Background: an optimization exercise with open tools, aiming at small area, a short achievable clock period and few clock cycles per item. Do not read the settings as production practice.
In this exercise RTL edits were held to simulation tests only and were not proved equivalent to the original.
Power figures rest on the tool's default switching activity, not on a simulated workload.

==> v22 <==
==> flow/design.v <==
`timescale 1ns / 1ps
module mltp (
  input S, CLK, Clr,
  input [7:0] Binput, Qinput,
  output [7:0] A, Q,
  output reg R  
);
  wire pp0_0, pp0_1, pp0_2, pp0_3, pp0_4, pp0_5, pp0_6, pp0_7, pp1_0, pp1_1, pp1_2, pp1_3, pp1_4, pp1_5, pp1_6, pp1_7, pp2_0, pp2_1, pp2_2, pp2_3, pp2_4, pp2_5, pp2_6, pp2_7, pp3_0, pp3_1, pp3_2, pp3_3, pp3_4, pp3_5, pp3_6, pp3_7, pp4_0, pp4_1, pp4_2, pp4_3, pp4_4, pp4_5, pp4_6, pp4_7, pp5_0, pp5_1, pp5_2, pp5_3, pp5_4, pp5_5, pp5_6, pp5_7, pp6_0, pp6_1, pp6_2, pp6_3, pp6_4, pp6_5, pp6_6, pp6_7, pp7_0, pp7_1, pp7_2, pp7_3, pp7_4, pp7_5, pp7_6, pp7_7, s1, c2, s3, c4, s5, c6, s7, c8, s9, c10, s11, c12, s13, c14, s15, c16, s17, c18, s19, c20, s21, c22, s23, c24, s25, c26, s27, c28, s29, c30, s31, c32, s33, c34, s35, c36, s37, c38, s39, c40, s41, c42, s43, c44, s45, c46, s47, c48, s49, c50, s51, c52, s53, c54, s55, c56, s57, c58, s59, c60, s61, c62, s63, c64, s65, c66, s67, c68, s69, c70, s71, c72, s73, c74, s75, c76, s77, c78, s79, c80, s81, c82, s83, c84, s85, c86, s87, c88, s89, c90, s91, c92, s93, c94;
  assign pp0_0 = Binput[0] & Qinput[0];
  assign pp0_1 = Binput[0] & Qinput[1];
  assign pp0_2 = Binput[0] & Qinput[2];
  assign pp0_3 = Binput[0] & Qinput[3];
  assign pp0_4 = Binput[0] & Qinput[4];
  assign pp0_5 = Binput[0] & Qinput[5];
  assign pp0_6 = Binput[0] & Qinput[6];
  assign pp0_7 = Binput[0] & Qinput[7];
  assign pp1_0 = Binput[1] & Qinput[0];
  assign pp1_1 = Binput[1] & Qinput[1];
  assign pp1_2 = Binput[1] & Qinput[2];
  assign pp1_3 = Binput[1] & Qinput[3];
  assign pp1_4 = Binput[1] & Qinput[4];
  assign pp1_5 = Binput[1] & Qinput[5];
  assign pp1_6 = Binput[1] & Qinput[6];
  assign pp1_7 = Binput[1] & Qinput[7];
  assign pp2_0 = Binput[2] & Qinput[0];
  assign pp2_1 = Binput[2] & Qinput[1];
  assign pp2_2 = Binput[2] & Qinput[2];
  assign pp2_3 = Binput[2] & Qinput[3];
  assign pp2_4 = Binput[2] & Qinput[4];
  assign pp2_5 = Binput[2] & Qinput[5];
  assign pp2_6 = Binput[2] & Qinput[6];
  assign pp2_7 = Binput[2] & Qinput[7];
  assign pp3_0 = Binput[3] & Qinput[0];
  assign pp3_1 = Binput[3] & Qinput[1];
  assign pp3_2 = Binput[3] & Qinput[2];
  assign pp3_3 = Binput[3] & Qinput[3];
  assign pp3_4 = Binput[3] & Qinput[4];
  assign pp3_5 = Binput[3] & Qinput[5];
  assign pp3_6 = Binput[3] & Qinput[6];
  assign pp3_7 = Binput[3] & Qinput[7];
  assign pp4_0 = Binput[4] & Qinput[0];
  assign pp4_1 = Binput[4] & Qinput[1];
  assign pp4_2 = Binput[4] & Qinput[2];
  assign pp4_3 = Binput[4] & Qinput[3];
  assign pp4_4 = Binput[4] & Qinput[4];
  assign pp4_5 = Binput[4] & Qinput[5];
  assign pp4_6 = Binput[4] & Qinput[6];
  assign pp4_7 = Binput[4] & Qinput[7];
  assign pp5_0 = Binput[5] & Qinput[0];
  assign pp5_1 = Binput[5] & Qinput[1];
  assign pp5_2 = Binput[5] & Qinput[2];
  assign pp5_3 = Binput[5] & Qinput[3];
  assign pp5_4 = Binput[5] & Qinput[4];
  assign pp5_5 = Binput[5] & Qinput[5];
  assign pp5_6 = Binput[5] & Qinput[6];
  assign pp5_7 = Binput[5] & Qinput[7];
  assign pp6_0 = Binput[6] & Qinput[0];
  assign pp6_1 = Binput[6] & Qinput[1];
  assign pp6_2 = Binput[6] & Qinput[2];
  assign pp6_3 = Binput[6] & Qinput[3];
  assign pp6_4 = Binput[6] & Qinput[4];
  assign pp6_5 = Binput[6] & Qinput[5];
  assign pp6_6 = Binput[6] & Qinput[6];
  assign pp6_7 = Binput[6] & Qinput[7];
  assign pp7_0 = Binput[7] & Qinput[0];
  assign pp7_1 = Binput[7] & Qinput[1];
  assign pp7_2 = Binput[7] & Qinput[2];
  assign pp7_3 = Binput[7] & Qinput[3];
  assign pp7_4 = Binput[7] & Qinput[4];
  assign pp7_5 = Binput[7] & Qinput[5];
  assign pp7_6 = Binput[7] & Qinput[6];
  assign pp7_7 = Binput[7] & Qinput[7];
  mltp_ha u_s1 (.a(pp0_7), .b(pp1_6), .s(s1), .co(c2));
  mltp_ha u_s3 (.a(pp1_7), .b(pp2_6), .s(s3), .co(c4));
  mltp_ha u_s5 (.a(pp0_2), .b(pp1_1), .s(s5), .co(c6));
  mltp_fa u_s7 (.a(pp0_3), .b(pp1_2), .c(pp2_1), .s(s7), .co(c8));
  mltp_ha u_s9 (.a(pp3_0), .b(c6), .s(s9), .co(c10));
  mltp_fa u_s11 (.a(pp0_4), .b(pp1_3), .c(pp2_2), .s(s11), .co(c12));
  mltp_fa u_s13 (.a(pp3_1), .b(pp4_0), .c(c8), .s(s13), .co(c14));
  mltp_ha u_s15 (.a(s11), .b(c10), .s(s15), .co(c16));
  mltp_fa u_s17 (.a(pp0_5), .b(pp1_4), .c(pp2_3), .s(s17), .co(c18));
  mltp_fa u_s19 (.a(pp3_2), .b(pp4_1), .c(pp5_0), .s(s19), .co(c20));
  mltp_fa u_s21 (.a(c12), .b(s17), .c(s19), .s(s21), .co(c22));
  mltp_ha u_s23 (.a(c14), .b(c16), .s(s23), .co(c24));
  mltp_fa u_s25 (.a(pp0_6), .b(pp1_5), .c(pp2_4), .s(s25), .co(c26));
  mltp_fa u_s27 (.a(pp3_3), .b(pp4_2), .c(pp5_1), .s(s27), .co(c28));
  mltp_fa u_s29 (.a(pp6_0), .b(c18), .c(c20), .s(s29), .co(c30));
  mltp_fa u_s31 (.a(s25), .b(s27), .c(c22), .s(s31), .co(c32));
  mltp_fa u_s33 (.a(s29), .b(c24), .c(s31), .s(s33), .co(c34));
  mltp_fa u_s35 (.a(pp2_5), .b(pp3_4), .c(pp4_3), .s(s35), .co(c36));
  mltp_fa u_s37 (.a(pp5_2), .b(pp6_1), .c(pp7_0), .s(s37), .co(c38));
  mltp_fa u_s39 (.a(s1), .b(c26), .c(c28), .s(s39), .co(c40));
  mltp_fa u_s41 (.a(s35), .b(s37), .c(c30), .s(s41), .co(c42));
  mltp_fa u_s43 (.a(s39), .b(c32), .c(s41), .s(s43), .co(c44));
  mltp_fa u_s45 (.a(pp3_5), .b(pp4_4), .c(pp5_3), .s(s45), .co(c46));
  mltp_fa u_s47 (.a(pp6_2), .b(pp7_1), .c(c2), .s(s47), .co(c48));
  mltp_fa u_s49 (.a(s3), .b(c36), .c(c38), .s(s49), .co(c50));
  mltp_fa u_s51 (.a(s45), .b(s47), .c(c40), .s(s51), .co(c52));
  mltp_fa u_s53 (.a(s49), .b(c42), .c(s51), .s(s53), .co(c54));
  mltp_fa u_s55 (.a(pp2_7), .b(pp3_6), .c(pp4_5), .s(s55), .co(c56));
  mltp_fa u_s57 (.a(pp5_4), .b(pp6_3), .c(pp7_2), .s(s57), .co(c58));
  mltp_fa u_s59 (.a(c4), .b(c46), .c(s55), .s(s59), .co(c60));
  mltp_fa u_s61 (.a(s57), .b(c48), .c(c50), .s(s61), .co(c62));
  mltp_fa u_s63 (.a(s59), .b(c52), .c(s61), .s(s63), .co(c64));
  mltp_fa u_s65 (.a(pp3_7), .b(pp4_6), .c(pp5_5), .s(s65), .co(c66));
  mltp_fa u_s67 (.a(pp6_4), .b(pp7_3), .c(c56), .s(s67), .co(c68));
  mltp_fa u_s69 (.a(c58), .b(s65), .c(c60), .s(s69), .co(c70));
  mltp_fa u_s71 (.a(s67), .b(c62), .c(s69), .s(s71), .co(c72));
  mltp_fa u_s73 (.a(pp4_7), .b(pp5_6), .c(pp6_5), .s(s73), .co(c74));
  mltp_fa u_s75 (.a(pp7_4), .b(c66), .c(s73), .s(s75), .co(c76));
  mltp_fa u_s77 (.a(c68), .b(s75), .c(c70), .s(s77), .co(c78));
  mltp_fa u_s79 (.a(pp5_7), .b(pp6_6), .c(pp7_5), .s(s79), .co(c80));
  mltp_fa u_s81 (.a(c74), .b(s79), .c(c76), .s(s81), .co(c82));
  mltp_fa u_s83 (.a(pp6_7), .b(pp7_6), .c(c80), .s(s83), .co(c84));
  mltp_ha u_s85 (.a(pp0_1), .b(pp1_0), .s(s85), .co(c86));
  mltp_fa u_s87 (.a(pp2_0), .b(c86), .c(s5), .s(s87), .co(c88));
  mltp_fa u_s89 (.a(s7), .b(s9), .c(c88), .s(s89), .co(c90));
  mltp_fa u_s91 (.a(s15), .b(s13), .c(c90), .s(s91), .co(c92));
  mltp_fa u_s93 (.a(s21), .b(s23), .c(c92), .s(s93), .co(c94));
  reg r_lo0, r_lo1, r_lo2, r_lo3, r_lo4, r_lo5, r6_0, r6_1, r7_0, r7_1, r8_0, r8_1, r9_0, r9_1, r10_0, r10_1, r11_0, r11_1, r12_0, r12_1, r13_0, r13_1, r14_0, r14_1;
  always @(posedge CLK)
    if (S) begin
      r_lo0 <= pp0_0;
      r_lo1 <= s85;
      r_lo2 <= s87;
      r_lo3 <= s89;
      r_lo4 <= s91;
      r_lo5 <= s93;
      r6_0 <= s33;
      r6_1 <= c94;
      r7_0 <= c34;
      r7_1 <= s43;
      r8_0 <= c44;
      r8_1 <= s53;
      r9_0 <= c54;
      r9_1 <= s63;
      r10_0 <= c64;
      r10_1 <= s71;
      r11_0 <= c72;
      r11_1 <= s77;
      r12_0 <= s81;
      r12_1 <= c78;
      r13_0 <= s83;
      r13_1 <= c82;
      r14_0 <= pp7_7;
      r14_1 <= c84;
    end
  wire [9:0] hi = {1'b0, r14_0, r13_0, r12_0, r11_0, r10_0, r9_0, r8_0, r7_0, r6_0} + {1'b0, r14_1, r13_1, r12_1, r11_1, r10_1, r9_1, r8_1, r7_1, r6_1};
  assign {A, Q} = {hi, r_lo5, r_lo4, r_lo3, r_lo2, r_lo1, r_lo0};
  always @(posedge CLK or negedge Clr)
    if (~Clr) R <= 1'b0;
    else if (S) R <= 1'b1;
endmodule
module mltp_fa (input a, b, c, output s, co);
  assign s = a ^ b ^ c;
  assign co = (a & b) | (c & (a ^ b));
endmodule
module mltp_ha (input a, b, output s, co);
  assign s = a ^ b;
  assign co = a & b;
endmodule
==> flow/flow/run.sh <==
#!/bin/bash
# The standard layout (standard.sh, unchanged synthesis), with two layout
# settings changed: the port buffers are plain buffers (buf_2) instead of the
# delay cells buffer_ports picks by default, and the resizer may swap a cell
# for one of another footprint (MATCH_CELL_FOOTPRINT=0), so it can size them.
# The full output of make (every ORFS step, each also logged under
# orfs/logs/) goes to make.log.
set -euo pipefail
bash standard.sh MATCH_CELL_FOOTPRINT=0 \
  "BUFFER_PORTS_ARGS=-buffer_cell sky130_fd_sc_hd__buf_2" finish > make.log 2>&1
==> flow/standard.sh <==
#!/bin/bash
# synth_recipe.tcl (not shown) runs the flow's synth.tcl, then flattens the netlist and writes it again
# the make line also repeats each setting of config.mk as NAME=value (left out here)
make -C /OpenROAD-flow-scripts/flow DESIGN_CONFIG=/design/flow/config.mk WORK_HOME=/design/flow/orfs CLKGATE_MAP_FILE= SYNTH_SCRIPT=/design/flow/synth_recipe.tcl "${@:-finish}"
==> flow/config.mk <==
export PLATFORM = sky130hd
export DESIGN_NAME = mltp
export DESIGN_NICKNAME = mltp
export VERILOG_FILES = /design/flow/design.v
export SDC_FILE = /design/flow/constraint.sdc
export NUM_CORES = 4
export LEC_CHECK = 0
export CAP_MARGIN = 20
export CORE_MARGIN = 2
export CORE_UTILIZATION = 40
export SETUP_SLACK_MARGIN = 1.3
export SLEW_MARGIN = 20
export SYNTH_HIERARCHICAL = 1
export SYNTH_MINIMUM_KEEP_SIZE = 0
==> flow/constraint.sdc <==
create_clock -name core_clock -period 5.0 [get_ports {CLK}]
set_input_delay 1.0000 -clock core_clock [delete_from_list [all_inputs] [get_ports {CLK}]]
set_output_delay 1.0000 -clock core_clock [all_outputs]
set_load 0.01 [all_outputs]
==> inputs of v9, as changes to v22 <==
==> flow/design.v, changed modules only <==
module mltp (
  input S, CLK, Clr,
  input [7:0] Binput, Qinput,
  output [7:0] A, Q,
  output reg R  
);
  wire pp0_0, pp0_1, pp0_2, pp0_3, pp0_4, pp0_5, pp0_6, pp0_7, pp1_0, pp1_1, pp1_2, pp1_3, pp1_4, pp1_5, pp1_6, pp1_7, pp2_0, pp2_1, pp2_2, pp2_3, pp2_4, pp2_5, pp2_6, pp2_7, pp3_0, pp3_1, pp3_2, pp3_3, pp3_4, pp3_5, pp3_6, pp3_7, pp4_0, pp4_1, pp4_2, pp4_3, pp4_4, pp4_5, pp4_6, pp4_7, pp5_0, pp5_1, pp5_2, pp5_3, pp5_4, pp5_5, pp5_6, pp5_7, pp6_0, pp6_1, pp6_2, pp6_3, pp6_4, pp6_5, pp6_6, pp6_7, pp7_0, pp7_1, pp7_2, pp7_3, pp7_4, pp7_5, pp7_6, pp7_7, s1, c2, s3, c4, s5, c6, s7, c8, s9, c10, s11, c12, s13, c14, s15, c16, s17, c18, s19, c20, s21, c22, s23, c24, s25, c26, s27, c28, s29, c30, s31, c32, s33, c34, s35, c36, s37, c38, s39, c40, s41, c42, s43, c44, s45, c46, s47, c48, s49, c50, s51, c52, s53, c54, s55, c56, s57, c58, s59, c60, s61, c62, s63, c64, s65, c66, s67, c68, s69, c70, s71, c72, s73, c74, s75, c76, s77, c78, s79, c80, s81, c82, s83, c84, s85, c86, s87, c88, s89, c90, s91, c92, s93, c94;
  assign pp0_0 = Binput[0] & Qinput[0];
  assign pp0_1 = Binput[0] & Qinput[1];
  assign pp0_2 = Binput[0] & Qinput[2];
  assign pp0_3 = Binput[0] & Qinput[3];
  assign pp0_4 = Binput[0] & Qinput[4];
  assign pp0_5 = Binput[0] & Qinput[5];
  assign pp0_6 = Binput[0] & Qinput[6];
  assign pp0_7 = Binput[0] & Qinput[7];
  assign pp1_0 = Binput[1] & Qinput[0];
  assign pp1_1 = Binput[1] & Qinput[1];
  assign pp1_2 = Binput[1] & Qinput[2];
  assign pp1_3 = Binput[1] & Qinput[3];
  assign pp1_4 = Binput[1] & Qinput[4];
  assign pp1_5 = Binput[1] & Qinput[5];
  assign pp1_6 = Binput[1] & Qinput[6];
  assign pp1_7 = Binput[1] & Qinput[7];
  assign pp2_0 = Binput[2] & Qinput[0];
  assign pp2_1 = Binput[2] & Qinput[1];
  assign pp2_2 = Binput[2] & Qinput[2];
  assign pp2_3 = Binput[2] & Qinput[3];
  assign pp2_4 = Binput[2] & Qinput[4];
  assign pp2_5 = Binput[2] & Qinput[5];
  assign pp2_6 = Binput[2] & Qinput[6];
  assign pp2_7 = Binput[2] & Qinput[7];
  assign pp3_0 = Binput[3] & Qinput[0];
  assign pp3_1 = Binput[3] & Qinput[1];
  assign pp3_2 = Binput[3] & Qinput[2];
  assign pp3_3 = Binput[3] & Qinput[3];
  assign pp3_4 = Binput[3] & Qinput[4];
  assign pp3_5 = Binput[3] & Qinput[5];
  assign pp3_6 = Binput[3] & Qinput[6];
  assign pp3_7 = Binput[3] & Qinput[7];
  assign pp4_0 = Binput[4] & Qinput[0];
  assign pp4_1 = Binput[4] & Qinput[1];
  assign pp4_2 = Binput[4] & Qinput[2];
  assign pp4_3 = Binput[4] & Qinput[3];
  assign pp4_4 = Binput[4] & Qinput[4];
  assign pp4_5 = Binput[4] & Qinput[5];
  assign pp4_6 = Binput[4] & Qinput[6];
  assign pp4_7 = Binput[4] & Qinput[7];
  assign pp5_0 = Binput[5] & Qinput[0];
  assign pp5_1 = Binput[5] & Qinput[1];
  assign pp5_2 = Binput[5] & Qinput[2];
  assign pp5_3 = Binput[5] & Qinput[3];
  assign pp5_4 = Binput[5] & Qinput[4];
  assign pp5_5 = Binput[5] & Qinput[5];
  assign pp5_6 = Binput[5] & Qinput[6];
  assign pp5_7 = Binput[5] & Qinput[7];
  assign pp6_0 = Binput[6] & Qinput[0];
  assign pp6_1 = Binput[6] & Qinput[1];
  assign pp6_2 = Binput[6] & Qinput[2];
  assign pp6_3 = Binput[6] & Qinput[3];
  assign pp6_4 = Binput[6] & Qinput[4];
  assign pp6_5 = Binput[6] & Qinput[5];
  assign pp6_6 = Binput[6] & Qinput[6];
  assign pp6_7 = Binput[6] & Qinput[7];
  assign pp7_0 = Binput[7] & Qinput[0];
  assign pp7_1 = Binput[7] & Qinput[1];
  assign pp7_2 = Binput[7] & Qinput[2];
  assign pp7_3 = Binput[7] & Qinput[3];
  assign pp7_4 = Binput[7] & Qinput[4];
  assign pp7_5 = Binput[7] & Qinput[5];
  assign pp7_6 = Binput[7] & Qinput[6];
  assign pp7_7 = Binput[7] & Qinput[7];
  mltp_ha u_s1 (.a(pp0_2), .b(pp1_1), .s(s1), .co(c2));
  mltp_fa u_s3 (.a(pp0_3), .b(pp1_2), .c(pp2_1), .s(s3), .co(c4));
  mltp_ha u_s5 (.a(pp3_0), .b(c2), .s(s5), .co(c6));
  mltp_fa u_s7 (.a(pp0_4), .b(pp1_3), .c(pp2_2), .s(s7), .co(c8));
  mltp_fa u_s9 (.a(pp3_1), .b(pp4_0), .c(c4), .s(s9), .co(c10));
  mltp_ha u_s11 (.a(s7), .b(c6), .s(s11), .co(c12));
  mltp_fa u_s13 (.a(pp0_5), .b(pp1_4), .c(pp2_3), .s(s13), .co(c14));
  mltp_fa u_s15 (.a(pp3_2), .b(pp4_1), .c(pp5_0), .s(s15), .co(c16));
  mltp_fa u_s17 (.a(c8), .b(s13), .c(s15), .s(s17), .co(c18));
  mltp_ha u_s19 (.a(c12), .b(c10), .s(s19), .co(c20));
  mltp_fa u_s21 (.a(pp0_6), .b(pp1_5), .c(pp2_4), .s(s21), .co(c22));
  mltp_fa u_s23 (.a(pp3_3), .b(pp4_2), .c(pp5_1), .s(s23), .co(c24));
  mltp_fa u_s25 (.a(pp6_0), .b(c14), .c(c16), .s(s25), .co(c26));
  mltp_fa u_s27 (.a(s21), .b(s23), .c(c18), .s(s27), .co(c28));
  mltp_fa u_s29 (.a(s25), .b(c20), .c(s27), .s(s29), .co(c30));
  mltp_fa u_s31 (.a(pp0_7), .b(pp1_6), .c(pp2_5), .s(s31), .co(c32));
  mltp_fa u_s33 (.a(pp3_4), .b(pp4_3), .c(pp5_2), .s(s33), .co(c34));
  mltp_fa u_s35 (.a(pp6_1), .b(pp7_0), .c(c22), .s(s35), .co(c36));
  mltp_fa u_s37 (.a(c24), .b(s31), .c(s33), .s(s37), .co(c38));
  mltp_fa u_s39 (.a(c26), .b(s35), .c(s37), .s(s39), .co(c40));
  mltp_ha u_s41 (.a(c28), .b(s39), .s(s41), .co(c42));
  mltp_fa u_s43 (.a(pp1_7), .b(pp2_6), .c(pp3_5), .s(s43), .co(c44));
  mltp_fa u_s45 (.a(pp4_4), .b(pp5_3), .c(pp6_2), .s(s45), .co(c46));
  mltp_fa u_s47 (.a(pp7_1), .b(c32), .c(c34), .s(s47), .co(c48));
  mltp_fa u_s49 (.a(s43), .b(s45), .c(c36), .s(s49), .co(c50));
  mltp_fa u_s51 (.a(c38), .b(s47), .c(s49), .s(s51), .co(c52));
  mltp_ha u_s53 (.a(c40), .b(c42), .s(s53), .co(c54));
  mltp_fa u_s55 (.a(pp2_7), .b(pp3_6), .c(pp4_5), .s(s55), .co(c56));
  mltp_fa u_s57 (.a(pp5_4), .b(pp6_3), .c(pp7_2), .s(s57), .co(c58));
  mltp_fa u_s59 (.a(c44), .b(c46), .c(s55), .s(s59), .co(c60));
  mltp_fa u_s61 (.a(s57), .b(c48), .c(s59), .s(s61), .co(c62));
  mltp_fa u_s63 (.a(c50), .b(s61), .c(c52), .s(s63), .co(c64));
  mltp_fa u_s65 (.a(pp3_7), .b(pp4_6), .c(pp5_5), .s(s65), .co(c66));
  mltp_fa u_s67 (.a(pp6_4), .b(pp7_3), .c(c56), .s(s67), .co(c68));
  mltp_fa u_s69 (.a(c58), .b(s65), .c(s67), .s(s69), .co(c70));
  mltp_fa u_s71 (.a(c60), .b(s69), .c(c62), .s(s71), .co(c72));
  mltp_fa u_s73 (.a(pp4_7), .b(pp5_6), .c(pp6_5), .s(s73), .co(c74));
  mltp_fa u_s75 (.a(pp7_4), .b(c66), .c(s73), .s(s75), .co(c76));
  mltp_fa u_s77 (.a(c68), .b(s75), .c(c70), .s(s77), .co(c78));
  mltp_fa u_s79 (.a(pp5_7), .b(pp6_6), .c(pp7_5), .s(s79), .co(c80));
  mltp_fa u_s81 (.a(c74), .b(s79), .c(c76), .s(s81), .co(c82));
  mltp_fa u_s83 (.a(pp6_7), .b(pp7_6), .c(c80), .s(s83), .co(c84));
  mltp_ha u_s85 (.a(pp0_1), .b(pp1_0), .s(s85), .co(c86));
  mltp_fa u_s87 (.a(pp2_0), .b(c86), .c(s1), .s(s87), .co(c88));
  mltp_fa u_s89 (.a(s3), .b(s5), .c(c88), .s(s89), .co(c90));
  mltp_fa u_s91 (.a(s11), .b(s9), .c(c90), .s(s91), .co(c92));
  mltp_fa u_s93 (.a(s17), .b(s19), .c(c92), .s(s93), .co(c94));
  reg r_lo0, r_lo1, r_lo2, r_lo3, r_lo4, r_lo5, r6_0, r6_1, r7_0, r7_1, r8_0, r8_1, r9_0, r9_1, r10_0, r10_1, r11_0, r11_1, r12_0, r12_1, r13_0, r13_1, r14_0, r14_1;
  always @(posedge CLK)
    if (S) begin
      r_lo0 <= pp0_0;
      r_lo1 <= s85;
      r_lo2 <= s87;
      r_lo3 <= s89;
      r_lo4 <= s91;
      r_lo5 <= s93;
      r6_0 <= s29;
      r6_1 <= c94;
      r7_0 <= s41;
      r7_1 <= c30;
      r8_0 <= s51;
      r8_1 <= s53;
      r9_0 <= c54;
      r9_1 <= s63;
      r10_0 <= s71;
      r10_1 <= c64;
      r11_0 <= s77;
      r11_1 <= c72;
      r12_0 <= s81;
      r12_1 <= c78;
      r13_0 <= s83;
      r13_1 <= c82;
      r14_0 <= pp7_7;
      r14_1 <= c84;
    end
  wire [9:0] hi = {1'b0, r14_0, r13_0, r12_0, r11_0, r10_0, r9_0, r8_0, r7_0, r6_0} + {1'b0, r14_1, r13_1, r12_1, r11_1, r10_1, r9_1, r8_1, r7_1, r6_1};
  assign {A, Q} = {hi, r_lo5, r_lo4, r_lo3, r_lo2, r_lo1, r_lo0};
  always @(posedge CLK or negedge Clr)
    if (~Clr) R <= 1'b0;
    else if (S) R <= 1'b1;
endmodule
==> flow/run.sh (new file) <==
#!/bin/bash
# synth_recipe.tcl (not shown) runs the flow's synth.tcl, then flattens the netlist and writes it again
# the make line also repeats each setting of config.mk as NAME=value (left out here)
make -C /OpenROAD-flow-scripts/flow DESIGN_CONFIG=/design/flow/config.mk WORK_HOME=/design/flow/orfs CLKGATE_MAP_FILE= SYNTH_SCRIPT=/design/flow/synth_recipe.tcl finish
SETUP_SLACK_MARGIN = 2.0   (was 1.3)
removed: flow/flow/run.sh
removed: flow/standard.sh
==> impl_results.rst <==
.. list-table::
   :header-rows: 1

   * - Metric
     - Value
   * - Area added between synthesis and finish
     - 11.0%
   * - Result of the run
     - no timing/DRC/antenna violations
   * - WHS
     - between 0.4 and 0.5 ns
   * - Cell Area, Placed
     - around 0.0027 mm²
   * - Area of the multi-input gates
     - 0.00163 mm²
   * - Period Utilization, post-route
     - approximately 64%
   * - Slew headroom
     - about two thirds
   * - Post-CTS setup repair buffer count
     - 0
   * - Fraction of standard cell area that is sequential
     - between 20% and 30%
   * - Placer's final routability congestion estimate
     - around 0.74
   * - Proportion of power drawn by flip-flops and latches
     - around a third
the above is filed under v22

==> impl_results.rst <==
.. list-table::
   :header-rows: 1

   * - Metric
     - Value
   * - Result of the run
     - no timing/DRC/antenna violations
   * - Post-CTS sizing
     - between 100 and 150
   * - Worst Hold Launch
     - R$_DFFE_PN0P_
   * - Fraction of standard cell area that is sequential
     - 23.8%
   * - Post-CTS setup repair buffer count
     - 4
   * - Area added between synthesis and finish
     - 28.6%
   * - Power Dens Cells
     - 350 mW/mm²
   * - Die outline area
     - between 0.006 and 0.007 mm²
   * - Main combinational cell family by area after synthesis
     - adder cells
   * - Cell count after placement
     - approximately 290
   * - Routed WL
     - approximately 4.2 mm
   * - Area of the multi-input gates
     - ~0.0018 mm²
   * - Antenna violations before repair
     - 0
   * - Clock tree from TritonCTS
     - yes
   * - # hold bufs at CTS
     - 0
   * - Number of cells produced by synthesis
     - 185
the above is filed under v9

Testbench counts of v22, summed over its fixed seeds: cycles 2,048, products 2,048.
Testbench counts of v9, summed over its fixed seeds: cycles 2,048, products 2,048.

[re-timing with driven ports]
Ports are ideal in the flow. The routed layouts listed here were re-timed in OpenROAD.
Step 1, drivers: a clkbuf_16 drives CLK and a buf_2 each remaining input, both assumed.
Step 2 adds t to the input delays and takes it off the output delays; t is the mean of the earliest and latest rising clock arrival at the registers after step 1. Input paths then give back, and output paths get back, about the clock's delay inside the block.
Slacks: no drivers / after step 1 / after step 2; pairs: no drivers / after step 1.
| run | t (ns) | setup slack, ns | worst data-port slew with drivers (ns) |
|---|---|---|---|
| v22 | 0.284 | 1.781 / 1.787 / 1.503 | 0.03 |
| v9 | 0.286 | 1.736 / 1.712 / 1.425 | 0.06 |
After both steps setup and hold are still met in every run listed. For v9, which loses most, drivers alone change the setup slack by -0.024 ns; drivers and shift together by -0.311 ns.
